Source: an optimization exercise on an open RTL-to-GDS flow (aim: small area, a short achievable clock period and few clock cycles). Production flows keep margins and buffers that such runs may drop. The RTL was checked by simulation tests, not by an equivalence proof against the original design. Power is estimated from default activity; no workload was simulated.

## middle
==> flow/design.v <==
`timescale 1ns/1ps
module dut (
    input clk,
    input rst,
    input start,
    input [7:0] a,
    input [7:0] b,
    output reg [7:0] y,
    output reg ready
);
    wire [2:0] L = a[2:0];
    wire [3:0] H = a[6:3];
    wire [5:0] L2 = L * L;
    wire [3:0] P = H * L;                  
    wire c2 = b[7] | b[6];                                         
    wire c1 = (~b[7] & ~b[6] & (b[5] | b[4] | b[3]))               
            | (b[7] & b[6] & (b[5] | (b[4] & b[3])));              
    wire r1 = ~b[7] & ~b[6] & ~b[5] & ~b[4] & ~b[3] & (b[2] | b[1] | b[0]);   
    wire r3 = ~b[7] & ~b[6] & (b[5] | (b[4] & b[3] & (b[2] | (b[1] & b[0]))));  
    wire r5 = (~b[7] & b[6] & b[5] & b[4] & b[3] & b[2] & (b[1] | b[0]))       
            | (b[7] & ~(b[6] & (b[5] | (b[4] & b[3]))));                        
    wire c0 = r1 | r3 | r5;
    wire [5:0] lo = L2 + {3'd0, c2, c1, c0};
    wire [3:0] hi = P + {a[3], 2'b00} + {2'b00, lo[5:4]};
    always @(posedge clk) begin
        y     <= {hi, lo[3:0]};
        ready <= start & ~rst;
    end
endmodule
Settings: LEC_CHECK=0, CAP_MARGIN=20, CORE_AREA=3 3 61 61, DIE_AREA=0 0 64 64, SETUP_SLACK_MARGIN=3.1, SLEW_MARGIN=20; clock period 5.0 ns.
standard.sh (not shown) runs the stock make flow with config.mk's settings and CLKGATE_MAP_FILE= SYNTH_SCRIPT=/design/flow/synth_recipe.tcl, a recipe that flattens the netlist after the stock synthesis.
==> flow/flow/run.sh <==
#!/bin/bash
# The standard ORFS layout (standard.sh) with three changes:
#  - synthesis maps the logic with flow/map.abc (see flow/mysynth.tcl);
#  - no full-adder extraction (ADDER_MAP_FILE empty), so ABC sees all logic;
#  - the port buffers are plain buf_1 cells.
set -euo pipefail
here=$(pwd)
bash standard.sh "SYNTH_SCRIPT=$here/flow/mysynth.tcl" ADDER_MAP_FILE= \
  "BUFFER_PORTS_ARGS=-buffer_cell sky130_fd_sc_hd__buf_1" finish > standard_flow.log 2>&1
==> flow/flow/map.abc <==
strash
&get -n
&deepsyn -J 1000
&put
dch
map
topo
stime -c
==> flow/flow/mysynth.tcl <==
# The standard synthesis script (synth_recipe.tcl), with ORFS's ABC mapping
# script replaced by flow/map.abc.
set my_abc_script [file join [file dirname [file normalize [info script]]] map.abc]
proc synth {args} { yosys synth -nofsm -noshare {*}$args }
proc abc {args} {
  set i [lsearch -exact $args -script]
  if { $i >= 0 } { lset args [expr {$i + 1}] $::my_abc_script }
  yosys abc {*}$args
}
source $::env(SCRIPTS_DIR)/synth.tcl
# left out here: clear keep_hierarchy, flatten, clean up, hide names made inside functions, write 1_2_yosys.v
In summary, middle completed successfully, with a layout that passed the timing, DRC and antenna checks.
Testbench counts of middle, summed over its fixed seeds: cycles 768.
#### Input delta (west over middle)
==> flow/design.v <==
`timescale 1ns/1ps
module dut (
    input clk,
    input rst,
    input start,
    input [7:0] a,
    input [7:0] b,
    output reg [7:0] y,
    output reg ready
);
    wire [2:0] L = a[2:0];
    wire [3:0] H = a[6:3];
    wire [5:0] L2 = L * L;
    wire [3:0] P = H * L;                  
    wire ge24  = b[4] & b[3];
    wire hi216 = b[5] | ge24;              
    wire c2 = b[7] | b[6];                 
    wire c1 = b[7] ? (b[6] & hi216)        
                   : (~b[6] & (b[5] | b[4] | b[3]));    
    wire z00 = b[5] | (ge24 & (b[2] | (b[1] & b[0])))
             | (~(b[5] | b[4] | b[3]) & (b[2] | b[1] | b[0]));
    wire z01 = b[5] & ge24 & b[2] & (b[1] | b[0]);
    wire c0 = b[7] ? ~(b[6] & hi216) : (b[6] ? z01 : z00);
    wire [5:0] lo = L2 + {3'd0, c2, c1, c0};
    wire [3:0] hi = P + {a[3], 2'b00} + {2'b00, lo[5:4]};
    always @(posedge clk) begin
        y     <= {hi, lo[3:0]};
        ready <= start & ~rst;
    end
endmodule
Notes after the runs:
Final routed wire length divided by cell count, west vs middle: down by a few percent
According to the power report, total power for west is lower than for middle.
Core utilization: west higher than middle
Between middle and west, the gate count after technology mapping is lower for middle.
Comparing middle and west, number of vias per cell is higher on west.
Summary of west over middle: number of clock sinks shows no meaningful change, xor-xnor portion of the synthesized cell area shows a reduction of 6.3 points.
Re clock buffer count in the final layout: middle was higher than west.
Sort middle and west by detailed placement HPWL desc -> top: west
[compare] base=middle new=west: power in combinational cells moved down, total global-route track usage stayed essentially flat, post-route non-filler standard cell count higher.
Quantity of hold-fixing buffers added after cts essentially unchanged between west and middle.
Testbench counts of west, summed over its fixed seeds: cycles 768.

---

dut again, from the RTL that the note above started with.
==> module dut, before the edit <==
module dut (
    input clk,
    input rst,
    input start,
    input [7:0] a,
    input [7:0] b,
    output reg [7:0] y,
    output reg ready
);
    wire [2:0] L = a[2:0];
    wire [3:0] H = a[6:3];
    wire [5:0] L2 = L * L;
    wire [3:0] P = H * L;                  
    wire c2 = b[7] | b[6];                                         
    wire c1 = (~b[7] & ~b[6] & (b[5] | b[4] | b[3]))               
            | (b[7] & b[6] & (b[5] | (b[4] & b[3])));              
    wire r1 = ~b[7] & ~b[6] & ~b[5] & ~b[4] & ~b[3] & (b[2] | b[1] | b[0]);   
    wire r3 = ~b[7] & ~b[6] & (b[5] | (b[4] & b[3] & (b[2] | (b[1] & b[0]))));  
    wire r5 = (~b[7] & b[6] & b[5] & b[4] & b[3] & b[2] & (b[1] | b[0]))       
            | (b[7] & ~(b[6] & (b[5] | (b[4] & b[3]))));                        
    wire c0 = r1 | r3 | r5;
    wire [5:0] lo = L2 + {3'd0, c2, c1, c0};
    wire [3:0] hi = P + {a[3], 2'b00} + {2'b00, lo[5:4]};
    always @(posedge clk) begin
        y     <= {hi, lo[3:0]};
        ready <= start & ~rst;
    end
endmodule
clock: 5.0 ns
lec_check: 0
cap_margin: 20
core_area: 3 3 61 61
die_area: 0 0 64 64
setup_slack_margin: 3.1
slew_margin: 20
==> flow/flow/map.abc <==
strash
&get -n
&deepsyn -J 1000
&put
if -g
strash
dch
map
topo
stime -c
Scripts as last shown in full above: flow/flow/run.sh, flow/flow/mysynth.tcl
Testbench counts at the start, summed over its fixed seeds: cycles 768.
Then changed:
==> flow/design.v (replaced) <==
`timescale 1ns/1ps
module dut (
    input clk,
    input rst,
    input start,
    input [7:0] a,
    input [7:0] b,
    output reg [7:0] y,
    output reg ready
);
    wire [2:0] L = a[2:0];
    wire [3:0] H = a[6:3];
    wire [5:0] L2 = L * L;
    wire [3:0] P = H * L;                  
    wire ge24  = b[4] & b[3];
    wire hi216 = b[5] | ge24;              
    wire c2 = b[7] | b[6];                 
    wire c1 = b[7] ? (b[6] & hi216)        
                   : (~b[6] & (b[5] | b[4] | b[3]));    
    wire z00 = b[5] | (ge24 & (b[2] | (b[1] & b[0])))
             | (~(b[5] | b[4] | b[3]) & (b[2] | b[1] | b[0]));
    wire z01 = b[5] & ge24 & b[2] & (b[1] | b[0]);
    wire c0 = b[7] ? ~(b[6] & hi216) : (b[6] ? z01 : z00);
    wire [5:0] lo = L2 + {3'd0, c2, c1, c0};
    wire [3:0] hi = P + {a[3], 2'b00} + {2'b00, lo[5:4]};
    always @(posedge clk) begin
        y     <= {hi, lo[3:0]};
        ready <= start & ~rst;
    end
endmodule
Outcome: Maximum frequency went up by 7.6%. Via count increases by 4.6%. Clock-buffer cell count does not change. Global-route usage increases by 1.3 points. Wire length rose by 5.5%. Power drops by 5.5%. Worst hold slack improved by 6.7 ps. First-iteration DRC count rose by 67%. Cell area decreases by 4.2%. Die area does not change.
Testbench counts after the change, summed over its fixed seeds: cycles 768.

## separate check: timing with driven ports
Ports are ideal in the flow. The routed layouts listed here were re-timed in OpenROAD. Step 1 assumes that a clkbuf_16 drives the clock port and a buf_2 every other input. Step 2 also shifts input and output timing later by t, the mid clock arrival at the registers, as if the neighbouring blocks saw the same clock. a / b / c = no drivers / after step 1 / after step 2; a / b = the first two.
| run | t, ns | setup WS [ns] | worst setup path after step 2 | clock arrival spread, ns | worst slew at a driven data input, ns |
|---|---|---|---|---|---|
| middle | 0.272 | 3.168 / 3.166 / 2.894 | input to register | 0.006 / 0.005 | 0.03 |
| west | 0.271 | 3.208 / 3.198 / 2.928 | input to register | 0.002 / 0.003 | 0.04 |
| the first run of note 2 | 0.265 | 3.146 / 3.140 / 2.875 | input to register | 0.001 / 0.002 | 0.04 |
| the second run of note 2 | 0.263 | 3.277 / 3.272 / 3.009 | input to register | 0.000 / 0.000 | 0.03 |
After both steps every run listed still meets setup and hold. The setup slack of west, which loses most, moves by -0.010 ns with the drivers and by -0.280 ns with both steps.
